Source: an optimization exercise on an open RTL-to-GDS flow (aim: small area and a short achievable clock period). Production flows keep margins and buffers that such runs may drop. In this exercise RTL edits were held to simulation tests only and were not proved equivalent to the original. No activity file was given, so power comes from the tool's default toggle rates.

## FIRLPF
module FIRLPF(
       input                     Clock,
       input                     Rst_n,
       input      signed  [31:0] InputData1,
       output     signed  [31:0] OutputData
);
==> flow/config.mk <==
export PLATFORM = sky130hd
export DESIGN_NAME = FIRLPF
export DESIGN_NICKNAME = FIRLPF
export VERILOG_FILES = /design/flow/design.v
export SDC_FILE = /design/flow/constraint.sdc
export NUM_CORES = 4
export LEC_CHECK = 0
export CAP_MARGIN = 20
export CELL_PAD_IN_SITES_DETAIL_PLACEMENT = 1
export CORE_MARGIN = 2
export CORE_UTILIZATION = 30
export CTS_CLUSTER_DIAMETER = 60
export CTS_CLUSTER_SIZE = 30
export PLACE_DENSITY = 0.5
export SLEW_MARGIN = 20
export SYNTH_HIERARCHICAL = 1
export SYNTH_MINIMUM_KEEP_SIZE = 0
==> flow/constraint.sdc <==
create_clock -name core_clock -period 11.0 [get_ports {Clock}]
set_input_delay 2.2000 -clock core_clock [delete_from_list [all_inputs] [get_ports {Clock}]]
set_output_delay 2.2000 -clock core_clock [all_outputs]
set_load 0.01 [all_outputs]
standard.sh (not shown) runs the stock make flow with config.mk's settings and CLKGATE_MAP_FILE= SYNTH_SCRIPT=/design/flow/synth_recipe.tcl, a recipe that flattens the netlist after the stock synthesis.
==> flow/flow/run.sh <==
#!/bin/bash
# The standard layout (standard.sh) with two changes to how it is made:
# - the port buffers that global placement inserts use buf_2 instead of the
#   flow's default pick, a slow delay buffer;
# - after placement resizing (repair_design), cells that drive many loads
#   and flip-flops that feed output ports get a stronger drive strength of
#   the same cell (post_resize.tcl);
#   detailed placement then legalizes them as usual.
# Everything else, including synthesis, is the standard flow's. The tools'
# full output goes to standard.log in the work folder (and to the ORFS logs
# under orfs/logs).
set -euo pipefail
here=$(cd "$(dirname "$0")" && pwd)
export BUFFER_PORTS_ARGS="-buffer_cell sky130_fd_sc_hd__buf_2"
export POST_RESIZE_TCL="$here/post_resize.tcl"
bash standard.sh > standard.log 2>&1
==> flow/flow/post_resize.tcl <==
# Sourced by ORFS after repair_design in the placement resizing step.
# Cells whose output drives more than 6 pins, and flip-flops that drive an
# output port's buffer, get the _4 drive strength of the same cell; cells
# driving more than 3 pins the _2 one, where the library has it (same
# function; flip-flops stay the same type of flip-flop).
set n_up 0
foreach inst [get_cells *] {
  set master [get_property $inst ref_name]
  if {![regexp {^(sky130_fd_sc_hd__[a-z0-9]+)_([0-9]+)$} $master -> base drive]} { continue }
  if {[string match "*clkbuf*" $base] || [string match "*dly*" $base] || [string match "*tap*" $base]} { continue }
  set fo 0
  foreach pin [get_pins -of_objects $inst -filter "direction == output"] {
    set net [get_nets -of_objects $pin]
    if {$net eq ""} { continue }
    incr fo [llength [get_pins -of_objects $net -filter "direction == input"]]
  }
  # flip-flops that feed an output port's buffer get the strongest drive
  set to_port 0
  if {[regexp {^sky130_fd_sc_hd__df} $base]} {
    foreach pin [get_pins -of_objects $inst -filter "direction == output"] {
      set net [get_nets -of_objects $pin]
      if {$net eq ""} { continue }
      foreach ld [get_pins -of_objects $net -filter "direction == input"] {
        if {[string match "output*" [get_name [get_cells -of_objects $ld]]]} { set to_port 1 }
      }
    }
  }
  if {$fo > 6 || $to_port} { set want 4 } elseif {$fo > 3} { set want 2 } else { continue }
  if {$drive >= $want} { continue }
  if {[llength [get_lib_cells -quiet ${base}_$want]] == 0} { continue }
  replace_cell $inst ${base}_$want
  incr n_up
}
puts "post_resize.tcl: upsized $n_up cells"
The starting point went through all stages and came out clean.
Edit:
--- a/flow/flow/run.sh
+++ b/flow/flow/run.sh
@@ -4,6 +4,6 @@
 #   flow's default pick, a slow delay buffer;
 # - after placement resizing (repair_design), cells that drive many loads
-#   and flip-flops that feed output ports get a stronger drive strength of
-#   the same cell (post_resize.tcl);
+#   get a stronger drive strength of the same cell, adder cells excepted
+#   (post_resize.tcl);
 #   detailed placement then legalizes them as usual.
 # Everything else, including synthesis, is the standard flow's. The tools'
==> flow/flow/post_resize.tcl (replaced) <==
# Sourced by ORFS after repair_design in the placement resizing step.
# Cells whose output drives more than 6 pins get the _4 drive strength of the
# same cell, more than 3 pins the _2 one, where the library has it (same
# function; flip-flops stay the same type of flip-flop). Adder cells are
# left alone.
set n_up 0
foreach inst [get_cells *] {
  set master [get_property $inst ref_name]
  if {![regexp {^(sky130_fd_sc_hd__[a-z0-9]+)_([0-9]+)$} $master -> base drive]} { continue }
  if {[string match "*clkbuf*" $base] || [string match "*dly*" $base] || [string match "*tap*" $base]} { continue }
  # the adders' cells (half adders and prefix cells) are left as they are
  if {[regexp {__(ha|fa|a21o)$} $base]} { continue }
  set fo 0
  foreach pin [get_pins -of_objects $inst -filter "direction == output"] {
    set net [get_nets -of_objects $pin]
    if {$net eq ""} { continue }
    incr fo [llength [get_pins -of_objects $net -filter "direction == input"]]
  }
  if {$fo > 6} { set want 4 } elseif {$fo > 3} { set want 2 } else { continue }
  if {$drive >= $want} { continue }
  if {[llength [get_lib_cells -quiet ${base}_$want]] == 0} { continue }
  replace_cell $inst ${base}_$want
  incr n_up
}
puts "post_resize.tcl: upsized $n_up cells"
Result: Non-clock buffer count is unchanged. Routed wire length went down by 1.3%. Cell area shrinks by 1.4%. Die area is unchanged. Via count falls by 0.47%. Power is lower by 2.9%. Cell count is about the same. Setup slack gets better by 0.014 ns.
Edit:
--- a/flow/flow/run.sh
+++ b/flow/flow/run.sh
@@ -4,6 +4,5 @@
 #   flow's default pick, a slow delay buffer;
 # - after placement resizing (repair_design), cells that drive many loads
-#   get a stronger drive strength of the same cell, adder cells excepted
-#   (post_resize.tcl);
+#   get a stronger drive strength of the same cell (post_resize.tcl);
 #   detailed placement then legalizes them as usual.
 # Everything else, including synthesis, is the standard flow's. The tools'
==> flow/flow/post_resize.tcl (replaced) <==
set n_up 0
foreach inst [get_cells *] {
  set master [get_property $inst ref_name]
  if {![regexp {^(sky130_fd_sc_hd__[a-z0-9]+)_([0-9]+)$} $master -> base drive]} { continue }
  if {[string match "*clkbuf*" $base] || [string match "*dly*" $base] || [string match "*tap*" $base]} { continue }
  set fo 0
  foreach pin [get_pins -of_objects $inst -filter "direction == output"] {
    set net [get_nets -of_objects $pin]
    if {$net eq ""} { continue }
    incr fo [llength [get_pins -of_objects $net -filter "direction == input"]]
  }
  if {$fo > 8} { set want 4 } elseif {$fo > 4} { set want 2 } else { continue }
  if {$drive >= $want} { continue }
  if {[llength [get_lib_cells -quiet ${base}_$want]] == 0} { continue }
  replace_cell $inst ${base}_$want
  incr n_up
}
puts "post_resize.tcl: upsized $n_up cells"
Outcome: Flip-flop and latch count stays the same; hold slack hardly moves; total power climbs by 3.8%; first-iteration DRC count drops by about 10%; cell area climbs by 1.1%; via count stays flat.

========
## indigo
Starting RTL as in the previous note.
==> flow/config.mk <==
export PLATFORM = sky130hd
export DESIGN_NAME = FIRLPF
export DESIGN_NICKNAME = FIRLPF
export VERILOG_FILES = /design/flow/design.v
export SDC_FILE = /design/flow/constraint.sdc
export NUM_CORES = 4
export LEC_CHECK = 0
export CAP_MARGIN = 20
export CELL_PAD_IN_SITES_DETAIL_PLACEMENT = 1
export CORE_MARGIN = 2
export CORE_UTILIZATION = 30
export CTS_CLUSTER_DIAMETER = 60
export CTS_CLUSTER_SIZE = 30
export PLACE_DENSITY = 0.5
export SLEW_MARGIN = 20
export SYNTH_HIERARCHICAL = 1
export SYNTH_MINIMUM_KEEP_SIZE = 0
==> flow/constraint.sdc <==
create_clock -name core_clock -period 11.0 [get_ports {Clock}]
set_input_delay 2.2000 -clock core_clock [delete_from_list [all_inputs] [get_ports {Clock}]]
set_output_delay 2.2000 -clock core_clock [all_outputs]
set_load 0.01 [all_outputs]
==> flow/flow/run.sh <==
#!/bin/bash
# The standard layout (standard.sh) with two changes to how it is made:
# - the port buffers that global placement inserts use buf_2 instead of the
#   flow's default pick, a slow delay buffer;
# - after placement resizing (repair_design), cells that drive many loads
#   get a stronger drive strength of the same cell (post_resize.tcl);
#   detailed placement then legalizes them as usual.
# Everything else, including synthesis, is the standard flow's. The tools'
# full output goes to standard.log in the work folder (and to the ORFS logs
# under orfs/logs).
set -euo pipefail
here=$(cd "$(dirname "$0")" && pwd)
export BUFFER_PORTS_ARGS="-buffer_cell sky130_fd_sc_hd__buf_2"
export POST_RESIZE_TCL="$here/post_resize.tcl"
bash standard.sh > standard.log 2>&1
==> flow/flow/post_resize.tcl <==
# Sourced by ORFS after repair_design in the placement resizing step.
# Cells whose output drives more than 6 pins get the _4 drive strength of the
# same cell, more than 3 pins the _2 one, where the library has it (same
# function; flip-flops stay the same type of flip-flop).
set n_up 0
foreach inst [get_cells *] {
  set master [get_property $inst ref_name]
  if {![regexp {^(sky130_fd_sc_hd__[a-z0-9]+)_([0-9]+)$} $master -> base drive]} { continue }
  if {[string match "*clkbuf*" $base] || [string match "*dly*" $base] || [string match "*tap*" $base]} { continue }
  set fo 0
  foreach pin [get_pins -of_objects $inst -filter "direction == output"] {
    set net [get_nets -of_objects $pin]
    if {$net eq ""} { continue }
    incr fo [llength [get_pins -of_objects $net -filter "direction == input"]]
  }
  if {$fo > 6} { set want 4 } elseif {$fo > 3} { set want 2 } else { continue }
  if {$drive >= $want} { continue }
  if {[llength [get_lib_cells -quiet ${base}_$want]] == 0} { continue }
  replace_cell $inst ${base}_$want
  incr n_up
}
puts "post_resize.tcl: upsized $n_up cells"
What yarrow does differently from indigo at the input level:
- clearing CTS_CLUSTER_DIAMETER, which used to be 60
- clearing CTS_CLUSTER_SIZE, which used to be 30
Findings:
Non-clock inverter count in the final layout across indigo and yarrow: no real change.
Minimum clock period after layout, indigo and yarrow: lower on yarrow
yarrow against indigo: global-route usage went up; starting utilization of the core area did not really move; portion of total power attributed to sequential cells went down; area growth from synthesis to layout went up.
Setup changes, yarrow to onyx
--- a/flow/flow/run.sh
+++ b/flow/flow/run.sh
@@ -4,5 +4,6 @@
 #   flow's default pick, a slow delay buffer;
 # - after placement resizing (repair_design), cells that drive many loads
-#   get a stronger drive strength of the same cell (post_resize.tcl);
+#   and flip-flops that feed output ports get a stronger drive strength of
+#   the same cell (post_resize.tcl);
 #   detailed placement then legalizes them as usual.
 # Everything else, including synthesis, is the standard flow's. The tools'
--- a/flow/flow/post_resize.tcl
+++ b/flow/flow/post_resize.tcl
@@ -1,5 +1,6 @@
 # Sourced by ORFS after repair_design in the placement resizing step.
-# Cells whose output drives more than 6 pins get the _4 drive strength of the
-# same cell, more than 3 pins the _2 one, where the library has it (same
+# Cells whose output drives more than 6 pins, and flip-flops that drive an
+# output port's buffer, get the _4 drive strength of the same cell; cells
+# driving more than 3 pins the _2 one, where the library has it (same
 # function; flip-flops stay the same type of flip-flop).
 set n_up 0
@@ -14,5 +15,16 @@
     incr fo [llength [get_pins -of_objects $net -filter "direction == input"]]
   }
-  if {$fo > 6} { set want 4 } elseif {$fo > 3} { set want 2 } else { continue }
+  # flip-flops that feed an output port's buffer get the strongest drive
+  set to_port 0
+  if {[regexp {^sky130_fd_sc_hd__df} $base]} {
+    foreach pin [get_pins -of_objects $inst -filter "direction == output"] {
+      set net [get_nets -of_objects $pin]
+      if {$net eq ""} { continue }
+      foreach ld [get_pins -of_objects $net -filter "direction == input"] {
+        if {[string match "output*" [get_name [get_cells -of_objects $ld]]]} { set to_port 1 }
+      }
+    }
+  }
+  if {$fo > 6 || $to_port} { set want 4 } elseif {$fo > 3} { set want 2 } else { continue }
   if {$drive >= $want} { continue }
   if {[llength [get_lib_cells -quiet ${base}_$want]] == 0} { continue }
Results
- Of yarrow and onyx, onyx shows the lower number of detailed-route iterations in the first pass, with yarrow above it.
- Relative to yarrow, total power divided by cell area has gone up in onyx.
- Of onyx and yarrow, it is onyx that has the lower number of antenna violations at the first check in global routing.
- Compared with yarrow, onyx shows a higher post-detailed-routing wire length.
Inputs modified between onyx and zinc:
- CTS_CLUSTER_DIAMETER now 60, previously not set
- CTS_CLUSTER_SIZE now 30, previously not set
--- a/flow/flow/run.sh
+++ b/flow/flow/run.sh
@@ -4,6 +4,5 @@
 #   flow's default pick, a slow delay buffer;
 # - after placement resizing (repair_design), cells that drive many loads
-#   and flip-flops that feed output ports get a stronger drive strength of
-#   the same cell (post_resize.tcl);
+#   get a stronger drive strength of the same cell (post_resize.tcl);
 #   detailed placement then legalizes them as usual.
 # Everything else, including synthesis, is the standard flow's. The tools'
==> flow/flow/post_resize.tcl <==
# Sourced by ORFS after repair_design in the placement resizing step.
# Cells whose output drives more than 6 pins get the _4 drive strength of the
# same cell, more than 3 pins the _2 one, where the library has it (same
# function; flip-flops stay the same type of flip-flop). Adder cells are
# left alone.
set n_up 0
foreach inst [get_cells *] {
  set master [get_property $inst ref_name]
  if {![regexp {^(sky130_fd_sc_hd__[a-z0-9]+)_([0-9]+)$} $master -> base drive]} { continue }
  if {[string match "*clkbuf*" $base] || [string match "*dly*" $base] || [string match "*tap*" $base]} { continue }
  # the adders' cells (half adders and prefix cells) are left as they are
  if {[regexp {__(ha|fa|a21o)$} $base]} { continue }
  set fo 0
  foreach pin [get_pins -of_objects $inst -filter "direction == output"] {
    set net [get_nets -of_objects $pin]
    if {$net eq ""} { continue }
    incr fo [llength [get_pins -of_objects $net -filter "direction == input"]]
  }
  if {$fo > 6} { set want 4 } elseif {$fo > 3} { set want 2 } else { continue }
  if {$drive >= $want} { continue }
  if {[llength [get_lib_cells -quiet ${base}_$want]] == 0} { continue }
  replace_cell $inst ${base}_$want
  incr n_up
}
puts "post_resize.tcl: upsized $n_up cells"
## What came out
- Combinational power: higher on onyx
- Where minimum clock period is concerned, onyx is outperformed by zinc.
- onyx -> zinc: routed length per placed instance decreased slightly

========
== wip/juniper ==
Another version of the RTL of FIRLPF (not shown whole).
For scale: about 2,100 cells after synthesis, about 400 flip-flops, roughly 22,000 um2 of cells after synthesis.
Design FIRLPF, start of the top module:
module FIRLPF(
       input                     Clock,
       input                     Rst_n,
       input      signed  [31:0] InputData1,
       output     signed  [31:0] OutputData
);
export LEC_CHECK = 0
export CAP_MARGIN = 20
export CELL_PAD_IN_SITES_DETAIL_PLACEMENT = 1
export CORE_MARGIN = 2
export CORE_UTILIZATION = 30
export PLACE_DENSITY = 0.5
export SLEW_MARGIN = 20
export SYNTH_HIERARCHICAL = 1
export SYNTH_MINIMUM_KEEP_SIZE = 0
create_clock -name core_clock -period 11.0 [get_ports {Clock}]
==> flow/flow/run.sh <==
#!/bin/bash
# The standard layout (standard.sh), with two changes to how it is made:
# - the port buffers that global placement inserts use buf_2 instead of the
#   flow's default pick, a slow delay buffer;
# - repair_design also keeps each net's fanout at most 16, with real buffers rather than delay cells (pre_resize.tcl), so
#   high-fanout nets are buffered.
# Everything else, including synthesis, is the standard flow's. Each tool's
# full output goes to standard.log in the work folder (and the ORFS logs).
set -euo pipefail
here=$(cd "$(dirname "$0")" && pwd)
export BUFFER_PORTS_ARGS="-buffer_cell sky130_fd_sc_hd__buf_2"
export PRE_RESIZE_TCL="$here/pre_resize.tcl"
bash standard.sh > standard.log 2>&1
==> flow/flow/pre_resize.tcl <==
# Sourced by ORFS before repair_design (placement resizing step): buffer
# high-fanout nets and keep transitions short, with ordinary buffers rather
# than delay cells.
set_dont_use [get_lib_cells {sky130_fd_sc_hd__clkdlybuf4s* sky130_fd_sc_hd__dlygate* sky130_fd_sc_hd__dlymetal* sky130_fd_sc_hd__buf_1 sky130_fd_sc_hd__clkbuf_1}]
set_max_fanout 16 [current_design]
set_max_transition 0.2 [current_design]
wip/juniper ran to completion and came out clean on the timing, DRC and antenna checks.
Input-level comparison between wip/xenon and wip/juniper:
-- flow/flow/pre_resize.tcl --
<<< wip/juniper, line 5
set_max_fanout 16 [current_design]
set_max_transition 0.2 [current_design]
>>> wip/xenon, line 5
set_max_fanout 10 [current_design]
set_max_transition 0.3 [current_design]
Findings:
~same count of placed standard cells in the final layout, fillers left out in wip/juniper and wip/xenon
| number of clock buffers in the layout | wip/xenon vs wip/juniper | 1.6% lower |
Synthesis-to-layout area growth, wip/juniper and wip/xenon, higher one = wip/juniper.
wip/xenon vs. wip/juniper: core utilization moved down; half-perimeter wire length of the detailed placement result grew by 660 um.
Summary of the comparison: clock network fraction of design power is higher in wip/xenon, relative to wip/juniper.
The portion of total power attributed to combinational logic in wip/xenon sits 5.0 points below the value recorded for wip/juniper.
Of wip/xenon and wip/juniper, it is wip/xenon that has the lower routed wire length on met2.
The global-route usage was comparable across wip/juniper and wip/xenon.
Setup changes, wip/xenon to wip/delta
==> flow/run.sh (new file) <==
#!/bin/bash
# synth_recipe.tcl (not shown) runs the flow's synth.tcl, then flattens the netlist and writes it again
# the make line also repeats each setting of config.mk as NAME=value (left out here)
make -C /OpenROAD-flow-scripts/flow DESIGN_CONFIG=/design/flow/config.mk WORK_HOME=/design/flow/orfs CLKGATE_MAP_FILE= SYNTH_SCRIPT=/design/flow/synth_recipe.tcl finish
removed: flow/flow/run.sh
removed: flow/flow/pre_resize.tcl
removed: flow/standard.sh
--- outcome ---
wip/delta went all the way through the flow, and no timing, DRC or antenna check failed. Re via count: wip/xenon was higher than wip/delta. Compared with wip/xenon, wip/delta shows a lower met1 usage in global routing. Measured against wip/delta, the total non-filler cell area in the finished layout of wip/xenon comes out at 1.15 times the reference value. wip/delta reports its leading cell type in the layout, fill and taps excluded as sky130_fd_sc_hd__dfxtp_1 while wip/xenon reports sky130_fd_sc_hd__buf_2. Taking wip/xenon as 1.0, wip/delta lands at 0.879 on first-iteration DRC count. Against wip/xenon, wip/delta comes in 0.72 ns higher on transition at the pin with the smallest max-transition slack. Diff wip/delta and wip/xenon: critical path's largest stage delay lower in wip/xenon. wip/xenon -> wip/delta: count of hold-fix buffers inserted at cts delta 0, exact match. Placer's final routability congestion estimate shrinks slightly when moving from wip/xenon to wip/delta. Higher maximum VDD drop among wip/delta and wip/xenon: wip/xenon. Worst setup slack was higher in wip/delta than in wip/xenon.
Changes in wip/ember relative to wip/delta:
==> flow/flow/run.sh (new file) <==
#!/bin/bash
# The standard layout (standard.sh), with two changes to how it is made:
# - the port buffers that global placement inserts use buf_2 instead of the
#   flow's default pick, a slow delay buffer;
# - repair_design also keeps each net's fanout at most 6, with real buffers rather than delay cells (pre_resize.tcl), so
#   high-fanout nets are buffered.
# Everything else, including synthesis, is the standard flow's. Each tool's
# full output goes to standard.log in the work folder (and the ORFS logs).
set -euo pipefail
here=$(cd "$(dirname "$0")" && pwd)
export BUFFER_PORTS_ARGS="-buffer_cell sky130_fd_sc_hd__buf_2"
export PRE_RESIZE_TCL="$here/pre_resize.tcl"
bash standard.sh > standard.log 2>&1
==> flow/flow/pre_resize.tcl (new file) <==
# Sourced by ORFS before repair_design (placement resizing step): buffer
# high-fanout nets, and do it with ordinary buffers, not delay cells.
set_dont_use [get_lib_cells {sky130_fd_sc_hd__clkdlybuf4s* sky130_fd_sc_hd__dlygate* sky130_fd_sc_hd__dlymetal* sky130_fd_sc_hd__buf_1 sky130_fd_sc_hd__clkbuf_1}]
set_max_fanout 6 [current_design]
==> flow/standard.sh (new file) <==
#!/bin/bash
# synth_recipe.tcl (not shown) runs the flow's synth.tcl, then flattens the netlist and writes it again
# the make line also repeats each setting of config.mk as NAME=value (left out here)
make -C /OpenROAD-flow-scripts/flow DESIGN_CONFIG=/design/flow/config.mk WORK_HOME=/design/flow/orfs CLKGATE_MAP_FILE= SYNTH_SCRIPT=/design/flow/synth_recipe.tcl "${@:-finish}"
removed: flow/run.sh
Results
Going from wip/delta to wip/ember, the non-filler instance count after layout was found to have gone up by 13%.
Relative to wip/delta, smallest setup slack after layout has gone up in wip/ember.
Layout-stage area growth over the synthesis result in wip/ember is 7.0 points higher than in wip/delta

[re-timing with driven ports]
In the flow no input, the clock included, has a driving cell. The finished layouts below were timed again as built, in two steps. Step 1, drivers: a clkbuf_16 drives Clock and a buf_2 each remaining input, both assumed. Step 2 adds t to the input delays and takes it off the output delays; t is the mean of the earliest and latest rising clock arrival at the registers after step 1. Input paths then give back, and output paths get back, about the clock's delay inside the block. Three values: ideal ports, drivers, drivers and shift; two values: the first two.
run | t (ns) | setup slack, ns | worst hold slack (ns) | worst setup path after step 2 | worst data-port slew with drivers (ns)
the first run of note 1 | 0.629 | 7.535 / 7.475 / 7.727 | 0.315 / 0.315 / 0.315 | register to register | 0.05
the second run of note 1 | 0.623 | 7.550 / 7.489 / 7.746 | 0.307 / 0.307 / 0.307 | register to register | 0.05
the third run of note 1 | 0.630 | 7.537 / 7.483 / 7.726 | 0.307 / 0.307 / 0.307 | register to register | 0.04
indigo | 0.620 | 7.553 / 7.492 / 7.753 | 0.306 / 0.306 / 0.306 | register to register | 0.05
yarrow | 0.637 | 7.559 / 7.499 / 7.753 | 0.320 / 0.320 / 0.320 | register to register | 0.05
onyx | 0.639 | 7.545 / 7.490 / 7.751 | 0.323 / 0.323 / 0.323 | register to register | 0.05
zinc | 0.623 | 7.550 / 7.489 / 7.746 | 0.307 / 0.307 / 0.307 | register to register | 0.05
wip/juniper | 0.667 | 5.741 / 5.741 / 5.741 | 0.314 / 0.314 / 0.314 | register to register | 0.09
wip/xenon | 0.661 | 7.024 / 7.024 / 7.024 | 0.319 / 0.319 / 0.319 | register to register | 0.09
wip/delta | 0.652 | 7.172 / 7.110 / 7.224 | 0.303 / 0.303 / 0.303 | register to register | 0.10
wip/ember | 0.642 | 7.313 / 7.313 / 7.313 | 0.308 / 0.308 / 0.308 | register to register | 0.09
After both steps every run listed still meets setup and hold.
